This is an optimization exercise on Yosys and OpenROAD, whose aim is small area, a short achievable clock period and few clock cycles per item, not a production implementation. At most, simulation tests tie the RTL to the original design; equivalence was not proved.

Setup of v43:
Design pipelined, start of the top module:
module pipelined(
    input  wire              clk,
    input  wire              rst,
    input  wire              in_valid,
    output wire              in_ready,
    input  wire signed [15:0] a,
    input  wire signed [15:0] b,
    input  wire signed [15:0] c,
    input  wire signed [15:0] d,
    input  wire signed [15:0] e,
    output reg               out_valid,
    input  wire              out_ready,
    output wire signed [31:0] y
);
  reg vA, vM, y2v, rdy;
  wire stall = y2v;             
  wire pop = out_valid & out_ready;
  assign in_ready = rdy;
  always @(posedge clk) begin
    if (rst) begin
      vA <= 1'b0; vM <= 1'b0; out_valid <= 1'b0; y2v <= 1'b0; rdy <= 1'b1;
    end else begin
      if (~y2v) begin
        vA <= in_valid; vM <= vA;
      end
      if (~out_valid | out_ready) out_valid <= y2v | vM;
      if (y2v) begin
        y2v <= ~pop; rdy <= pop;
      end else begin
        y2v <= out_valid & ~out_ready & vM; rdy <= ~(out_valid & ~out_ready & vM);
      end
    end
  end
  reg [15:0] An, Cn, E;
  always @(posedge clk) if (~stall) begin An <= ~a; Cn <= ~c; E <= e; end
  reg [7:0] xneg, xonen, xtwon;
  always @(posedge clk) if (~stall) begin xneg[0] <= b[1]; xonen[0] <= ~(b[0] ^ 1'b0); xtwon[0] <= ~((b[1] & ~b[0] & ~1'b0) | (~b[1] & b[0] & 1'b0)); end
  always @(posedge clk) if (~stall) begin xneg[1] <= b[3]; xonen[1] <= ~(b[2] ^ b[1]); xtwon[1] <= ~((b[3] & ~b[2] & ~b[1]) | (~b[3] & b[2] & b[1])); end
  always @(posedge clk) if (~stall) begin xneg[2] <= b[5]; xonen[2] <= ~(b[4] ^ b[3]); xtwon[2] <= ~((b[5] & ~b[4] & ~b[3]) | (~b[5] & b[4] & b[3])); end
  ...
Size in the first run: about 250 flip-flops, about 120 I/O pins, about 0.020 mm^2 of cells after synthesis.
Settings: LEC_CHECK=0, ABC_AREA=1, CAP_MARGIN=20, CORE_MARGIN=2, CORE_UTILIZATION=40, SETUP_SLACK_MARGIN=4.35, SLEW_MARGIN=20; clock period 8.0 ns.
standard.sh (not shown) runs the stock make flow with config.mk's settings and CLKGATE_MAP_FILE= SYNTH_SCRIPT=/design/flow/synth_recipe.tcl, a recipe that flattens the netlist after the stock synthesis.
==> flow/flow/run.sh <==
#!/bin/bash
# Standard ORFS layout, except that Yosys's "synth" runs with -noabc, so the quick
# ABC pass before full-adder extraction does not scramble the adder tree's polarity.
set -euo pipefail
sed 's/yosys synth -nofsm -noshare {\*}\$args/yosys synth -nofsm -noshare -noabc {*}$args/' synth_recipe.tcl > flow/noabc_synth.tcl
grep -q -- '-noabc' flow/noabc_synth.tcl
sed "s#SYNTH_SCRIPT=[^ ]*#SYNTH_SCRIPT=$PWD/flow/noabc_synth.tcl#" standard.sh > flow/standard_noabc.sh
grep -q noabc_synth flow/standard_noabc.sh
bash flow/standard_noabc.sh "BUFFER_PORTS_ARGS=-buffer_cell sky130_fd_sc_hd__buf_1" finish > standard.log 2>&1
==> flow/flow/noabc_synth.tcl <==
proc synth {args} { yosys synth -nofsm -noshare -noabc {*}$args }
source $::env(SCRIPTS_DIR)/synth.tcl
# left out here: clear keep_hierarchy, flatten, clean up, hide names made inside functions, write 1_2_yosys.v
==> flow/flow/standard_noabc.sh <==
#!/bin/bash
# The standard flow's own layout of this design, on the ORFS make targets given (by default finish). After
# finish it leaves the final layout's DEF at /design/flow/out/final.def.
set -euo pipefail
make -C /OpenROAD-flow-scripts/flow DESIGN_CONFIG=/design/flow/config.mk WORK_HOME=/design/flow/orfs CLKGATE_MAP_FILE= SYNTH_SCRIPT=/design/flow/flow/noabc_synth.tcl ABC_AREA=1 CAP_MARGIN=20 CORE_MARGIN=2 CORE_UTILIZATION=40 SETUP_SLACK_MARGIN=4.35 SLEW_MARGIN=20 "${@:-finish}"
if [[ -f /design/flow/orfs/results/sky130hd/pipelined/base/6_final.odb ]]; then
  : # left out here: write the final layout as DEF
fi
Testbench counts of v43, summed over its fixed seeds: cycles 32,024, items 32,000.
Input changes introduced in v45 (baseline for comparison: v43):
-- flow/flow/standard_noabc.sh --
<<< v43, line 5
make -C /OpenROAD-flow-scripts/flow DESIGN_CONFIG=/design/flow/config.mk WORK_HOME=/design/flow/orfs CLKGATE_MAP_FILE= SYNTH_SCRIPT=/design/flow/flow/noabc_synth.tcl ABC_AREA=1 CAP_MARGIN=20 CORE_MARGIN=2 CORE_UTILIZATION=40 SETUP_SLACK_MARGIN=4.35 SLEW_MARGIN=20 "${@:-finish}"
>>> v45, line 5
make -C /OpenROAD-flow-scripts/flow DESIGN_CONFIG=/design/flow/config.mk WORK_HOME=/design/flow/orfs CLKGATE_MAP_FILE= SYNTH_SCRIPT=/design/flow/flow/noabc_synth.tcl ABC_AREA=1 CAP_MARGIN=20 CORE_MARGIN=2 CORE_UTILIZATION=40 CTS_CLUSTER_DIAMETER=80 CTS_CLUSTER_SIZE=40 SETUP_SLACK_MARGIN=4.2 SLEW_MARGIN=20 "${@:-finish}"
-- flow/config.mk --
<<< v43, line 12
export SETUP_SLACK_MARGIN = 4.35
>>> v45, line 12
export CTS_CLUSTER_DIAMETER = 80
export CTS_CLUSTER_SIZE = 40
export SETUP_SLACK_MARGIN = 4.2
--- outcome ---
- v45 vs v43, routed metal-1 wire length went up by about 0.6%.
- Re effective utilization at floorplan: no difference whatsoever between v43 and v45.
- Compared with v43, in v45 setup slack saw a decrease; final critical-path required period now sits higher; number of antenna-violating nets in the routed design held; global-route usage has remained practically unchanged.
- v45: final routed wirelength across all metal layers is 1.2% lower than what v43 reported.
- Diff v45..v43 | number of flops mapped to enable cells by yosys | unchanged
Changes in v18 relative to v45:
==> flow/flow/standard_noabc.sh <==
#!/bin/bash
# The standard flow's own layout of this design, on the ORFS make targets given (by default finish). After
# finish it leaves the final layout's DEF at /design/flow/out/final.def.
set -euo pipefail
make -C /OpenROAD-flow-scripts/flow DESIGN_CONFIG=/design/flow/config.mk WORK_HOME=/design/flow/orfs CLKGATE_MAP_FILE= SYNTH_SCRIPT=/design/flow/flow/noabc_synth.tcl ABC_AREA=1 CAP_MARGIN=5 CORE_MARGIN=2 CORE_UTILIZATION=40 SETUP_SLACK_MARGIN=4.2 SLEW_MARGIN=5 "${@:-finish}"
if [[ -f /design/flow/orfs/results/sky130hd/pipelined/base/6_final.odb ]]; then
  : # left out here: write the final layout as DEF
fi
-- flow/config.mk --
<<< v45, line 9
export CAP_MARGIN = 20
>>> v18, line 9
export CAP_MARGIN = 5
<<< v45, line 12
export CTS_CLUSTER_DIAMETER = 80
export CTS_CLUSTER_SIZE = 40
>>> v18, line 12
<<< v45, line 15
export SLEW_MARGIN = 20
>>> v18, line 13
export SLEW_MARGIN = 5
v18 vs. v45: final design instance area without fill increased about 0.55%; post-layout instance count excluding filler cells rose 0.71%; final worst hold slack down 4.7 ps; area of the die has remained practically unchanged. v18 vs. v45: met3 usage in global routing now larger, final critical-path share of the clock period ~0 delta. Of the two candidates, v45 has the better global-route wire length before repair and v18 the worse one. Summary of v18 over v45: routed wire length shows an increase of 260 um, total number of nets in the final design shows an increase of about 0.4%, transition time at the pin with the least slew margin shows an increase of 7.0 ps.
#### Input delta (v8 over v18)
-- flow/flow/standard_noabc.sh --
<<< v18, line 5
make -C /OpenROAD-flow-scripts/flow DESIGN_CONFIG=/design/flow/config.mk WORK_HOME=/design/flow/orfs CLKGATE_MAP_FILE= SYNTH_SCRIPT=/design/flow/flow/noabc_synth.tcl ABC_AREA=1 CAP_MARGIN=5 CORE_MARGIN=2 CORE_UTILIZATION=40 SETUP_SLACK_MARGIN=4.2 SLEW_MARGIN=5 "${@:-finish}"
>>> v8, line 5
make -C /OpenROAD-flow-scripts/flow DESIGN_CONFIG=/design/flow/config.mk WORK_HOME=/design/flow/orfs CLKGATE_MAP_FILE= SYNTH_SCRIPT=/design/flow/flow/noabc_synth.tcl ABC_AREA=0 CAP_MARGIN=20 CORE_MARGIN=2 CORE_UTILIZATION=40 SETUP_SLACK_MARGIN=4.2 SLEW_MARGIN=20 "${@:-finish}"
-- flow/config.mk --
<<< v18, line 8
export ABC_AREA = 1
export CAP_MARGIN = 5
>>> v8, line 8
export ABC_AREA = 0
export CAP_MARGIN = 20
<<< v18, line 13
export SLEW_MARGIN = 5
>>> v8, line 13
export SLEW_MARGIN = 20
==> comparison <==
Looking only at post-CTS repair timing setup buffer count, and setting everything else aside, the lower value of v18 and v8 goes to v18.
Critical path buffer and inverter count ended up 1 higher on v8 than on v18.
Diff v18 -> v8 | adder-cell share of the synthesized area | increase of 0.59 points
Between v18 and v8, the maximum frequency figures differ only marginally.
NOTE: number of nets produced by synthesis in v8 falls short of that of v18
v8: worst relative slew slack is 0.71 points higher than what v18 reported.
There was hardly any difference in total length of routed wires between v8 and v18.

* * *

Starting RTL as in the previous note.
==> flow/design.v (excerpt) <==
module pipelined(
    input  wire              clk,
    input  wire              rst,
    input  wire              in_valid,
    output wire              in_ready,
    input  wire signed [15:0] a,
    input  wire signed [15:0] b,
    input  wire signed [15:0] c,
    input  wire signed [15:0] d,
    input  wire signed [15:0] e,
    output reg               out_valid,
    input  wire              out_ready,
    output wire signed [31:0] y
);
  reg vA, vM, y2v, rdy;
  wire stall = y2v;             
  wire pop = out_valid & out_ready;
  assign in_ready = rdy;
  always @(posedge clk) begin
    if (rst) begin
      vA <= 1'b0; vM <= 1'b0; out_valid <= 1'b0; y2v <= 1'b0; rdy <= 1'b1;
    end else begin
      if (~y2v) begin
        vA <= in_valid; vM <= vA;
      end
      if (~out_valid | out_ready) out_valid <= y2v | vM;
      if (y2v) begin
        y2v <= ~pop; rdy <= pop;
      end else begin
        y2v <= out_valid & ~out_ready & vM; rdy <= ~(out_valid & ~out_ready & vM);
      end
    end
  end
  reg [15:0] An, Cn, E;
  always @(posedge clk) if (~stall) begin An <= ~a; Cn <= ~c; E <= e; end
  reg [7:0] xneg, xonen, xtwon;
  always @(posedge clk) if (~stall) begin xneg[0] <= b[1]; xonen[0] <= ~(b[0] ^ 1'b0); xtwon[0] <= ~((b[1] & ~b[0] & ~1'b0) | (~b[1] & b[0] & 1'b0)); end
  always @(posedge clk) if (~stall) begin xneg[1] <= b[3]; xonen[1] <= ~(b[2] ^ b[1]); xtwon[1] <= ~((b[3] & ~b[2] & ~b[1]) | (~b[3] & b[2] & b[1])); end
  always @(posedge clk) if (~stall) begin xneg[2] <= b[5]; xonen[2] <= ~(b[4] ^ b[3]); xtwon[2] <= ~((b[5] & ~b[4] & ~b[3]) | (~b[5] & b[4] & b[3])); end
  always @(posedge clk) if (~stall) begin xneg[3] <= b[7]; xonen[3] <= ~(b[6] ^ b[5]); xtwon[3] <= ~((b[7] & ~b[6] & ~b[5]) | (~b[7] & b[6] & b[5])); end
  always @(posedge clk) if (~stall) begin xneg[4] <= b[9]; xonen[4] <= ~(b[8] ^ b[7]); xtwon[4] <= ~((b[9] & ~b[8] & ~b[7]) | (~b[9] & b[8] & b[7])); end
  ...
export LEC_CHECK = 0
export ABC_AREA = 1
export CAP_MARGIN = 20
export CORE_MARGIN = 2
export CORE_UTILIZATION = 40
export SETUP_SLACK_MARGIN = 4.2
export SLEW_MARGIN = 20
create_clock -name core_clock -period 8.0 [get_ports {clk}]
==> flow/flow/run.sh <==
#!/bin/bash
# The standard ORFS layout with two changes:
#  - Yosys's "synth" runs with -noabc. Otherwise the quick ABC pass before full-adder extraction
#    changes the adder tree's polarity, and extract_fa then puts inverters between the fa cells.
#    Registers, their names and their cell types stay as the standard synthesis makes them.
#  - Port buffers are buf_1 rather than the default buffer cell. Every port still gets a buffer.
# The tools' full output goes to standard.log in the work folder; ORFS also keeps per-step logs
# under orfs/logs/.
set -euo pipefail
sed 's/yosys synth -nofsm -noshare {\*}\$args/yosys synth -nofsm -noshare -noabc {*}$args/' synth_recipe.tcl > flow/noabc_synth.tcl
grep -q -- '-noabc' flow/noabc_synth.tcl
sed "s#SYNTH_SCRIPT=[^ ]*#SYNTH_SCRIPT=$PWD/flow/noabc_synth.tcl#" standard.sh > flow/standard_noabc.sh
grep -q noabc_synth flow/standard_noabc.sh
bash flow/standard_noabc.sh "BUFFER_PORTS_ARGS=-buffer_cell sky130_fd_sc_hd__buf_1" finish > standard.log 2>&1
The first run completed with no timing, DRC or antenna violations.
Testbench counts at the start, summed over its fixed seeds: cycles 32,024, items 32,000.
Next try:
==> flow/flow/run.sh (replaced) <==
#!/bin/bash
# Standard ORFS layout, except that Yosys's "synth" runs with -noabc, so the quick
# ABC pass before full-adder extraction does not scramble the adder tree's polarity.
set -euo pipefail
sed 's/yosys synth -nofsm -noshare {\*}\$args/yosys synth -nofsm -noshare -noabc {*}$args/' synth_recipe.tcl > flow/noabc_synth.tcl
grep -q -- '-noabc' flow/noabc_synth.tcl
sed "s#SYNTH_SCRIPT=[^ ]*#SYNTH_SCRIPT=$PWD/flow/noabc_synth.tcl#" standard.sh > flow/standard_noabc.sh
grep -q noabc_synth flow/standard_noabc.sh
bash flow/standard_noabc.sh "BUFFER_PORTS_ARGS=-buffer_cell sky130_fd_sc_hd__buf_1" finish > standard.log 2>&1
Die area does not change.
Worst setup slack is unchanged.
Sequential share of layout area does not change.
Final area stays the same.
Final cell count stays the same.
Area after synthesis stays the same.
Via count does not change.
Routed wire length does not change.

* * *

## run 1
pipelined, a different RTL version from the one above (not shown whole).
Size in the first run: roughly 1900 cells after synthesis, roughly 250 flip-flops, ~120 I/O pins, about 0.020 mm2 of cells after synthesis.
==> flow/design.v (excerpt) <==
module pipelined(
    input  wire              clk,
    input  wire              rst,
    input  wire              in_valid,
    output wire              in_ready,
    input  wire signed [15:0] a,
    input  wire signed [15:0] b,
    input  wire signed [15:0] c,
    input  wire signed [15:0] d,
    input  wire signed [15:0] e,
    output reg               out_valid,
    input  wire              out_ready,
    output wire signed [31:0] y
);
  reg vA, vM, y2v, rdy;
  wire stall = y2v;             
  wire pop = out_valid & out_ready;
  assign in_ready = rdy;
  always @(posedge clk) begin
    if (rst) begin
      vA <= 1'b0; vM <= 1'b0; out_valid <= 1'b0; y2v <= 1'b0; rdy <= 1'b1;
    end else begin
      if (~y2v) begin
        vA <= in_valid; vM <= vA;
      end
      if (~out_valid | out_ready) out_valid <= y2v | vM;
      if (y2v) begin
        y2v <= ~pop; rdy <= pop;
      end else begin
        y2v <= out_valid & ~out_ready & vM; rdy <= ~(out_valid & ~out_ready & vM);
      end
    end
  end
  reg [15:0] A, C, E;
  always @(posedge clk) if (~stall) begin A <= a; C <= c; E <= e; end
  reg [7:0] xneg, xone, xtwo;
  always @(posedge clk) if (~stall) begin xneg[0] <= b[1]; xone[0] <= b[0] ^ 1'b0; xtwo[0] <= (b[1] & ~b[0] & ~1'b0) | (~b[1] & b[0] & 1'b0); end
  always @(posedge clk) if (~stall) begin xneg[1] <= b[3]; xone[1] <= b[2] ^ b[1]; xtwo[1] <= (b[3] & ~b[2] & ~b[1]) | (~b[3] & b[2] & b[1]); end
  always @(posedge clk) if (~stall) begin xneg[2] <= b[5]; xone[2] <= b[4] ^ b[3]; xtwo[2] <= (b[5] & ~b[4] & ~b[3]) | (~b[5] & b[4] & b[3]); end
  always @(posedge clk) if (~stall) begin xneg[3] <= b[7]; xone[3] <= b[6] ^ b[5]; xtwo[3] <= (b[7] & ~b[6] & ~b[5]) | (~b[7] & b[6] & b[5]); end
  always @(posedge clk) if (~stall) begin xneg[4] <= b[9]; xone[4] <= b[8] ^ b[7]; xtwo[4] <= (b[9] & ~b[8] & ~b[7]) | (~b[9] & b[8] & b[7]); end
  always @(posedge clk) if (~stall) begin xneg[5] <= b[11]; xone[5] <= b[10] ^ b[9]; xtwo[5] <= (b[11] & ~b[10] & ~b[9]) | (~b[11] & b[10] & b[9]); end
  ...
clock: 8.0 ns
lec_check: 0
abc_area: 1
cap_margin: 20
core_margin: 2
core_utilization: 40
setup_slack_margin: 4.2
slew_margin: 20
==> flow/flow/run.sh <==
#!/bin/bash
# Standard ORFS layout, except that Yosys's "synth" runs with -noabc, so the quick
# ABC pass before full-adder extraction does not scramble the adder tree's polarity.
set -euo pipefail
sed 's/yosys synth -nofsm -noshare {\*}\$args/yosys synth -nofsm -noshare -noabc {*}$args/' synth_recipe.tcl > flow/noabc_synth.tcl
grep -q -- '-noabc' flow/noabc_synth.tcl
sed "s#SYNTH_SCRIPT=[^ ]*#SYNTH_SCRIPT=$PWD/flow/noabc_synth.tcl#" standard.sh > flow/standard_noabc.sh
grep -q noabc_synth flow/standard_noabc.sh
bash flow/standard_noabc.sh "BUFFER_PORTS_ARGS=-buffer_cell sky130_fd_sc_hd__buf_1" finish > standard.log 2>&1
==> flow/flow/standard_noabc.sh <==
#!/bin/bash
# The standard flow's own layout of this design, on the ORFS make targets given (by default finish). After
# finish it leaves the final layout's DEF at /design/flow/out/final.def.
set -euo pipefail
make -C /OpenROAD-flow-scripts/flow DESIGN_CONFIG=/design/flow/config.mk WORK_HOME=/design/flow/orfs CLKGATE_MAP_FILE= SYNTH_SCRIPT=/design/flow/flow/noabc_synth.tcl ABC_AREA=1 CAP_MARGIN=20 CORE_MARGIN=2 CORE_UTILIZATION=40 SETUP_SLACK_MARGIN=4.2 SLEW_MARGIN=20 "${@:-finish}"
if [[ -f /design/flow/orfs/results/sky130hd/pipelined/base/6_final.odb ]]; then
  : # left out here: write the final layout as DEF
fi
Scripts as last shown in full above: flow/flow/noabc_synth.tcl
Edits applied to the flow inputs when going from run 1 to run 2:
- swapping 1 for 0 in ABC_AREA
==> flow/flow/standard_noabc.sh <==
#!/bin/bash
# The standard flow's own layout of this design, on the ORFS make targets given (by default finish). After
# finish it leaves the final layout's DEF at /design/flow/out/final.def.
set -euo pipefail
make -C /OpenROAD-flow-scripts/flow DESIGN_CONFIG=/design/flow/config.mk WORK_HOME=/design/flow/orfs CLKGATE_MAP_FILE= SYNTH_SCRIPT=/design/flow/flow/noabc_synth.tcl ABC_AREA=0 CAP_MARGIN=20 CORE_MARGIN=2 CORE_UTILIZATION=40 SETUP_SLACK_MARGIN=4.2 SLEW_MARGIN=20 "${@:-finish}"
if [[ -f /design/flow/orfs/results/sky130hd/pipelined/base/6_final.odb ]]; then
  : # left out here: write the final layout as DEF
fi
Findings:
Run 2 ran to completion and came out clean on the timing, DRC and antenna checks. Compared with run 1, in run 2 worst setup slack after layout went down 0.030 ns, total wire length fell 7.8 mm, filler-free cell count of the finished design shows a reduction of 316.
--- input diff run 2..run 3 ---
- ABC_AREA: 0 -> 1
- SETUP_SLACK_MARGIN: 4.2 -> 3.8
==> flow/flow/standard_noabc.sh <==
#!/bin/bash
# The standard flow's own layout of this design, on the ORFS make targets given (by default finish). After
# finish it leaves the final layout's DEF at /design/flow/out/final.def.
set -euo pipefail
make -C /OpenROAD-flow-scripts/flow DESIGN_CONFIG=/design/flow/config.mk WORK_HOME=/design/flow/orfs CLKGATE_MAP_FILE= SYNTH_SCRIPT=/design/flow/flow/noabc_synth.tcl ABC_AREA=1 CAP_MARGIN=20 CORE_MARGIN=2 CORE_UTILIZATION=40 SETUP_SLACK_MARGIN=3.8 SLEW_MARGIN=20 "${@:-finish}"
if [[ -f /design/flow/orfs/results/sky130hd/pipelined/base/6_final.odb ]]; then
  : # left out here: write the final layout as DEF
fi
Findings:
Summary: with run 2 as the reference, number of logic inverters in the finished layout in run 3 moved up by more than 100%.
Run 3: minimum hold slack 0.0043 ns below run 2
On number of distinct library cells after synthesis: run 3 sits below run 2.
Number of standard cells after synthesis (lower): run 2
The following lists how run 4 was set up differently from run 3:
- swapping 3.8 for 4.9 in SETUP_SLACK_MARGIN
--- a/flow/flow/run.sh
+++ b/flow/flow/run.sh
@@ -7,3 +7,3 @@
 sed "s#SYNTH_SCRIPT=[^ ]*#SYNTH_SCRIPT=$PWD/flow/noabc_synth.tcl#" standard.sh > flow/standard_noabc.sh
 grep -q noabc_synth flow/standard_noabc.sh
-bash flow/standard_noabc.sh "BUFFER_PORTS_ARGS=-buffer_cell sky130_fd_sc_hd__buf_1" finish > standard.log 2>&1
+bash flow/standard_noabc.sh > standard.log 2>&1
==> flow/flow/standard_noabc.sh <==
#!/bin/bash
# The standard flow's own layout of this design, on the ORFS make targets given (by default finish). After
# finish it leaves the final layout's DEF at /design/flow/out/final.def.
set -euo pipefail
make -C /OpenROAD-flow-scripts/flow DESIGN_CONFIG=/design/flow/config.mk WORK_HOME=/design/flow/orfs CLKGATE_MAP_FILE= SYNTH_SCRIPT=/design/flow/flow/noabc_synth.tcl ABC_AREA=1 CAP_MARGIN=20 CORE_MARGIN=2 CORE_UTILIZATION=40 SETUP_SLACK_MARGIN=4.9 SLEW_MARGIN=20 "${@:-finish}"
if [[ -f /design/flow/orfs/results/sky130hd/pipelined/base/6_final.odb ]]; then
  : # left out here: write the final layout as DEF
fi
Findings:
- Beginning of the critical path: yone[5]$_DFFE_PN_ -> run 4, xneg[1]$_DFFE_PN_ -> run 3
- Diff run 3 -> run 4: count of plain and timing-repair buffers in the layout has increased, total detailed-routing wirelength has increased, number of buffer and inverter instances along the worst setup path has increased, final cycle utilization of the critical path has decreased.
- Number of well-tap cells placed: run 4 vs run 3 identical
No functional check of the RTL was part of any run of this note.

==> static timing again, ports no longer ideal <==
How much do the figures lean on ideal ports? The routed layouts below were timed once more, with nothing changed but the port constraints.
Step 1, drivers: a clkbuf_16 drives clk and a buf_2 each remaining input, both assumed.
Step 2 also shifts input and output timing later by t, the mid clock arrival at the registers, as if the neighbouring blocks saw the same clock.
Slacks: ideal ports / drivers / drivers and shift; pairs: ideal ports / drivers.
run	shift t [ns]	setup slack, ns	worst setup path after step 2	cell pins on the clock port's net
v43	0.623	4.398 / 4.398 / 4.398	register to register	1
v45	0.601	4.302 / 4.302 / 4.302	register to register	1
v18	0.618	4.304 / 4.304 / 4.304	register to register	1
v8	0.611	4.302 / 4.302 / 4.302	register to register	1
the first run of note 2	0.618	4.304 / 4.304 / 4.304	register to register	1
the second run of note 2	0.618	4.304 / 4.304 / 4.304	register to register	1
run 1	0.647	4.247 / 4.247 / 4.247	register to register	1
run 2	0.615	4.217 / 4.217 / 4.217	register to register	1
run 3	0.651	4.065 / 4.065 / 4.065	register to register	1
run 4	0.643	4.691 / 4.691 / 4.691	register to register	1
After both steps every run listed still meets setup and hold.
